What follows belongs to an exercise in optimizing a design on an open flow for small area, a short achievable clock period and few clock cycles; a production flow would make more cautious choices.
Where RTL was checked, it was by simulation tests only, not by an equivalence proof against the original.
Power figures rest on the tool's default switching activity, not on a simulated workload.

==> flow/design.v (excerpt) <==
module cpu(clk, reset, read_data, datapath_out, mem_cmd, mem_addr);
Size: about 1100 cells after synthesis, roughly 230 flip-flops, roughly 45 I/O pins, ~0.013 sq mm of cells after synthesis.
==> module cpu, before the edit <==
module cpu(clk, reset, read_data, datapath_out, mem_cmd, mem_addr);
  input clk, reset;
  input [15:0] read_data;
  output [15:0] datapath_out;
  output reg [1:0] mem_cmd;
  output reg [8:0] mem_addr;
  reg [15:0] R [0:7];
  reg [15:0] w1;        
  reg [2:0]  w1b;       
  reg        v1;        
  reg [15:0] ir;
  reg        irv;       
  reg [15:0] A, B;
  reg [8:0]  ma;
  reg        mab;       
  reg        inflight;  
  reg        ldwb;      
  reg [2:0]  ld_rd;
  reg        halted;
  reg [8:0]  pc;        
  reg [8:0]  pcm;       
  wire [2:0] opcode = ir[15:13];
  wire [1:0] op     = ir[12:11];
  wire [1:0] sh     = ir[4:3];
  wire is_ldr = opcode == 3'b011;
  wire is_str = opcode == 3'b100;
  wire is_hlt = opcode == 3'b111;
  wire exec   = irv & ~ldwb & ~halted & ~(mab & (is_ldr | is_str));
  wire memop  = exec & (is_ldr | is_str);
  reg [15:0] sb;
  always_comb begin
    case (sh)
      2'b00: sb = B;
      2'b01: sb = {B[14:0], 1'b0};
      2'b10: sb = {1'b0, B[15:1]};
      default: sb = {B[15], B[15:1]};
    endcase
  end
  wire [15:0] sum;
  pfx_add #(16) add16 (.a(A), .b(sb), .s(sum));
  reg [15:0] res;
  reg        wr;
  always_comb begin
    res = 16'b0;
    wr  = 1'b0;
    if (opcode == 3'b110) begin
      if (op == 2'b10) begin
        res = {{8{ir[7]}}, ir[7:0]};
        wr = 1'b1;
      end else if (op == 2'b00) begin
        res = sb;
        wr = 1'b1;
      end
    end else if (opcode == 3'b101) begin
      case (op)
        2'b00: begin res = sum;    wr = 1'b1; end
        2'b10: begin res = A & sb; wr = 1'b1; end
        2'b11: begin res = ~sb;    wr = 1'b1; end
        default: ;
      endcase
    end
  end
  wire [2:0] wnum = (opcode == 3'b110 && op == 2'b10) ? ir[10:8] : ir[7:5];
  wire        wx    = exec & wr;
  wire        we    = ldwb | wx;
  wire [2:0]  waddr = ldwb ? ld_rd : wnum;
  wire [15:0] wdata = ldwb ? read_data : res;
  always_ff @(posedge clk) begin
    if (we) R[waddr] <= wdata;
  end
  wire adv  = ~irv | exec;    
  wire take = ~v1 | adv;      
  wire refetch = inflight & ~take & ~halted;
  wire fetch = ~memop & ~halted & ~refetch & ~(pc[8] & (inflight | v1 | irv));
  assign datapath_out = B;
  always_comb begin
    if (memop) begin
      mem_cmd  = is_str ? 2'b10 : 2'b01;
      mem_addr = ma;
    end else begin
      mem_cmd  = (fetch | refetch) ? 2'b01 : 2'b00;
      mem_addr = refetch ? pcm : pc;
    end
  end
  wire [2:0] sela = w1[10:8];
  wire [2:0] selb = w1b;
  wire hitxa = wx & (wnum == sela);
  wire hitxb = wx & (wnum == selb);
  wire hitla = ldwb & (ld_rd == sela);
  wire hitlb = ldwb & (ld_rd == selb);
  wire [7:0] oha = 8'b1 << sela;
  wire [7:0] ohb = 8'b1 << selb;
  reg [15:0] ra, rb;
  integer k;
  always_comb begin
    ra = 16'b0;
    rb = 16'b0;
    for (k = 0; k < 8; k = k + 1) begin
      ra = ra | ({16{oha[k]}} & R[k]);
      rb = rb | ({16{ohb[k]}} & R[k]);
    end
  end
  wire [8:0] ma_r;
  pfx_add #(9) addr_r (.a(ra[8:0]), .b({{4{w1[4]}}, w1[4:0]}), .s(ma_r));
  wire [2:0] irb = (ir[14] | ir[13]) ? ir[2:0] : ir[7:5];
  wire hla = ldwb & (ld_rd == ir[10:8]);
  wire hlb = ldwb & (ld_rd == irb);
  wire [8:0] ma_h;
  pfx_add #(9) addr_h (.a(hla ? read_data[8:0] : A[8:0]), .b({{4{ir[4]}}, ir[4:0]}), .s(ma_h));
  always_ff @(posedge clk) begin
    if (adv) begin
      ir  <= w1;
      A   <= hitxa ? res : (hitla ? read_data : ra);
      B   <= hitxb ? res : (hitlb ? read_data : rb);
      ma  <= ma_r;
      mab <= hitxa | hitla;
    end else begin
      if (hla) A <= read_data;
      if (hlb) B <= read_data;
      if (hla | mab) ma <= ma_h;
      mab <= 1'b0;
    end
    if (take) begin
      w1  <= read_data;
      w1b <= (read_data[14] | read_data[13]) ? read_data[2:0] : read_data[7:5];
    end
    ld_rd <= wnum;
  end
  always_ff @(posedge clk) begin
    if (reset) begin
      pc       <= 9'd0;
      v1       <= 1'b0;
      irv      <= 1'b0;
      inflight <= 1'b0;
      ldwb     <= 1'b0;
      halted   <= 1'b0;
    end else begin
      if (fetch) begin
        pc  <= pc + 9'd1;
        pcm <= pc;
      end
      inflight <= fetch | refetch;
      if (take) v1 <= inflight;
      if (adv) irv <= v1;
      ldwb <= memop & is_ldr;
      if (exec & is_hlt) halted <= 1'b1;
    end
  end
endmodule
export LEC_CHECK = 0
export CAP_MARGIN = 20
export CORE_MARGIN = 2
export CORE_UTILIZATION = 40
export CTS_CLUSTER_DIAMETER = 150
export CTS_CLUSTER_SIZE = 22
export SETUP_SLACK_MARGIN = 2.5
export SLEW_MARGIN = 20
create_clock -name core_clock -period 6.0 [get_ports {clk}]
run.sh (not shown) runs the stock make flow with config.mk's settings and CLKGATE_MAP_FILE= SYNTH_SCRIPT=/design/flow/synth_recipe.tcl, a recipe that flattens the netlist after the stock synthesis.
Testbench counts at the start, summed over its fixed seeds: cycles 9,896.
Edit:
--- a/flow/design.v
+++ b/flow/design.v
@@ -19,5 +19,4 @@
   reg        halted;
   reg [8:0]  pc;        
-  reg [8:0]  pcm;       
   wire [2:0] opcode = ir[15:13];
   wire [1:0] op     = ir[12:11];
@@ -71,6 +70,6 @@
   wire adv  = ~irv | exec;    
   wire take = ~v1 | adv;      
-  wire refetch = inflight & ~take & ~halted;
-  wire fetch = ~memop & ~halted & ~refetch & ~(pc[8] & (inflight | v1 | irv));
+  wire stall_n;
+  wire fetch = ~memop & ~halted & ~stall_n & ~(pc[8] & (inflight | v1 | irv));
   assign datapath_out = B;
   always_comb begin
@@ -79,6 +78,6 @@
       mem_addr = ma;
     end else begin
-      mem_cmd  = (fetch | refetch) ? 2'b01 : 2'b00;
-      mem_addr = refetch ? pcm : pc;
+      mem_cmd  = fetch ? 2'b01 : 2'b00;
+      mem_addr = pc;
     end
   end
@@ -86,4 +85,5 @@
   wire [2:0] selb = w1b;
   wire hitxa = wx & (wnum == sela);
+  assign stall_n = v1 & inflight & hitxa & (w1[15:13] == 3'b011 || w1[15:13] == 3'b100);
   wire hitxb = wx & (wnum == selb);
   wire hitla = ldwb & (ld_rd == sela);
@@ -136,9 +136,6 @@
       halted   <= 1'b0;
     end else begin
-      if (fetch) begin
-        pc  <= pc + 9'd1;
-        pcm <= pc;
-      end
-      inflight <= fetch | refetch;
+      if (fetch) pc <= pc + 9'd1;
+      inflight <= fetch;
       if (take) v1 <= inflight;
       if (adv) irv <= v1;
=> The new run ran to the end with no violations; clock-buffer cell count rises by 1; wire length went up by 2.2%; design area fell by 1.8%; worst setup slack gets worse by 0.095 ns; clock power increases by about 2%; sequential power falls by about 4%; synthesized cell count came out higher by 3.0%.
The RTL of the second run of this note was laid out without a check of its function.

## what the ideal ports hide
How much do the figures lean on ideal ports? The routed layouts below were timed once more, with nothing changed but the port constraints.
Step 1: set_driving_cell puts a clkbuf_16 on clk and a buf_2 on each other input, an assumption about the parent block.
Step 2 also shifts input and output timing later by t, the mid clock arrival at the registers, as if the neighbouring blocks saw the same clock.
Slacks: ideal ports / drivers / drivers and shift; pairs: ideal ports / drivers.
| run | t, ns | setup WS [ns] | latest minus earliest clock arrival (ns) | cell pins on the clock port's net |
|---|---|---|---|---|
| the first run | 0.530 | 2.496 / 2.442 / 2.126 | 0.033 / 0.033 | 1 |
| the second run | 0.548 | 2.401 / 2.350 / 2.137 | 0.029 / 0.029 | 1 |
After both steps every run listed still meets setup and hold. For the first run, which loses most, drivers alone change the setup slack by -0.054 ns; drivers and shift together by -0.370 ns.
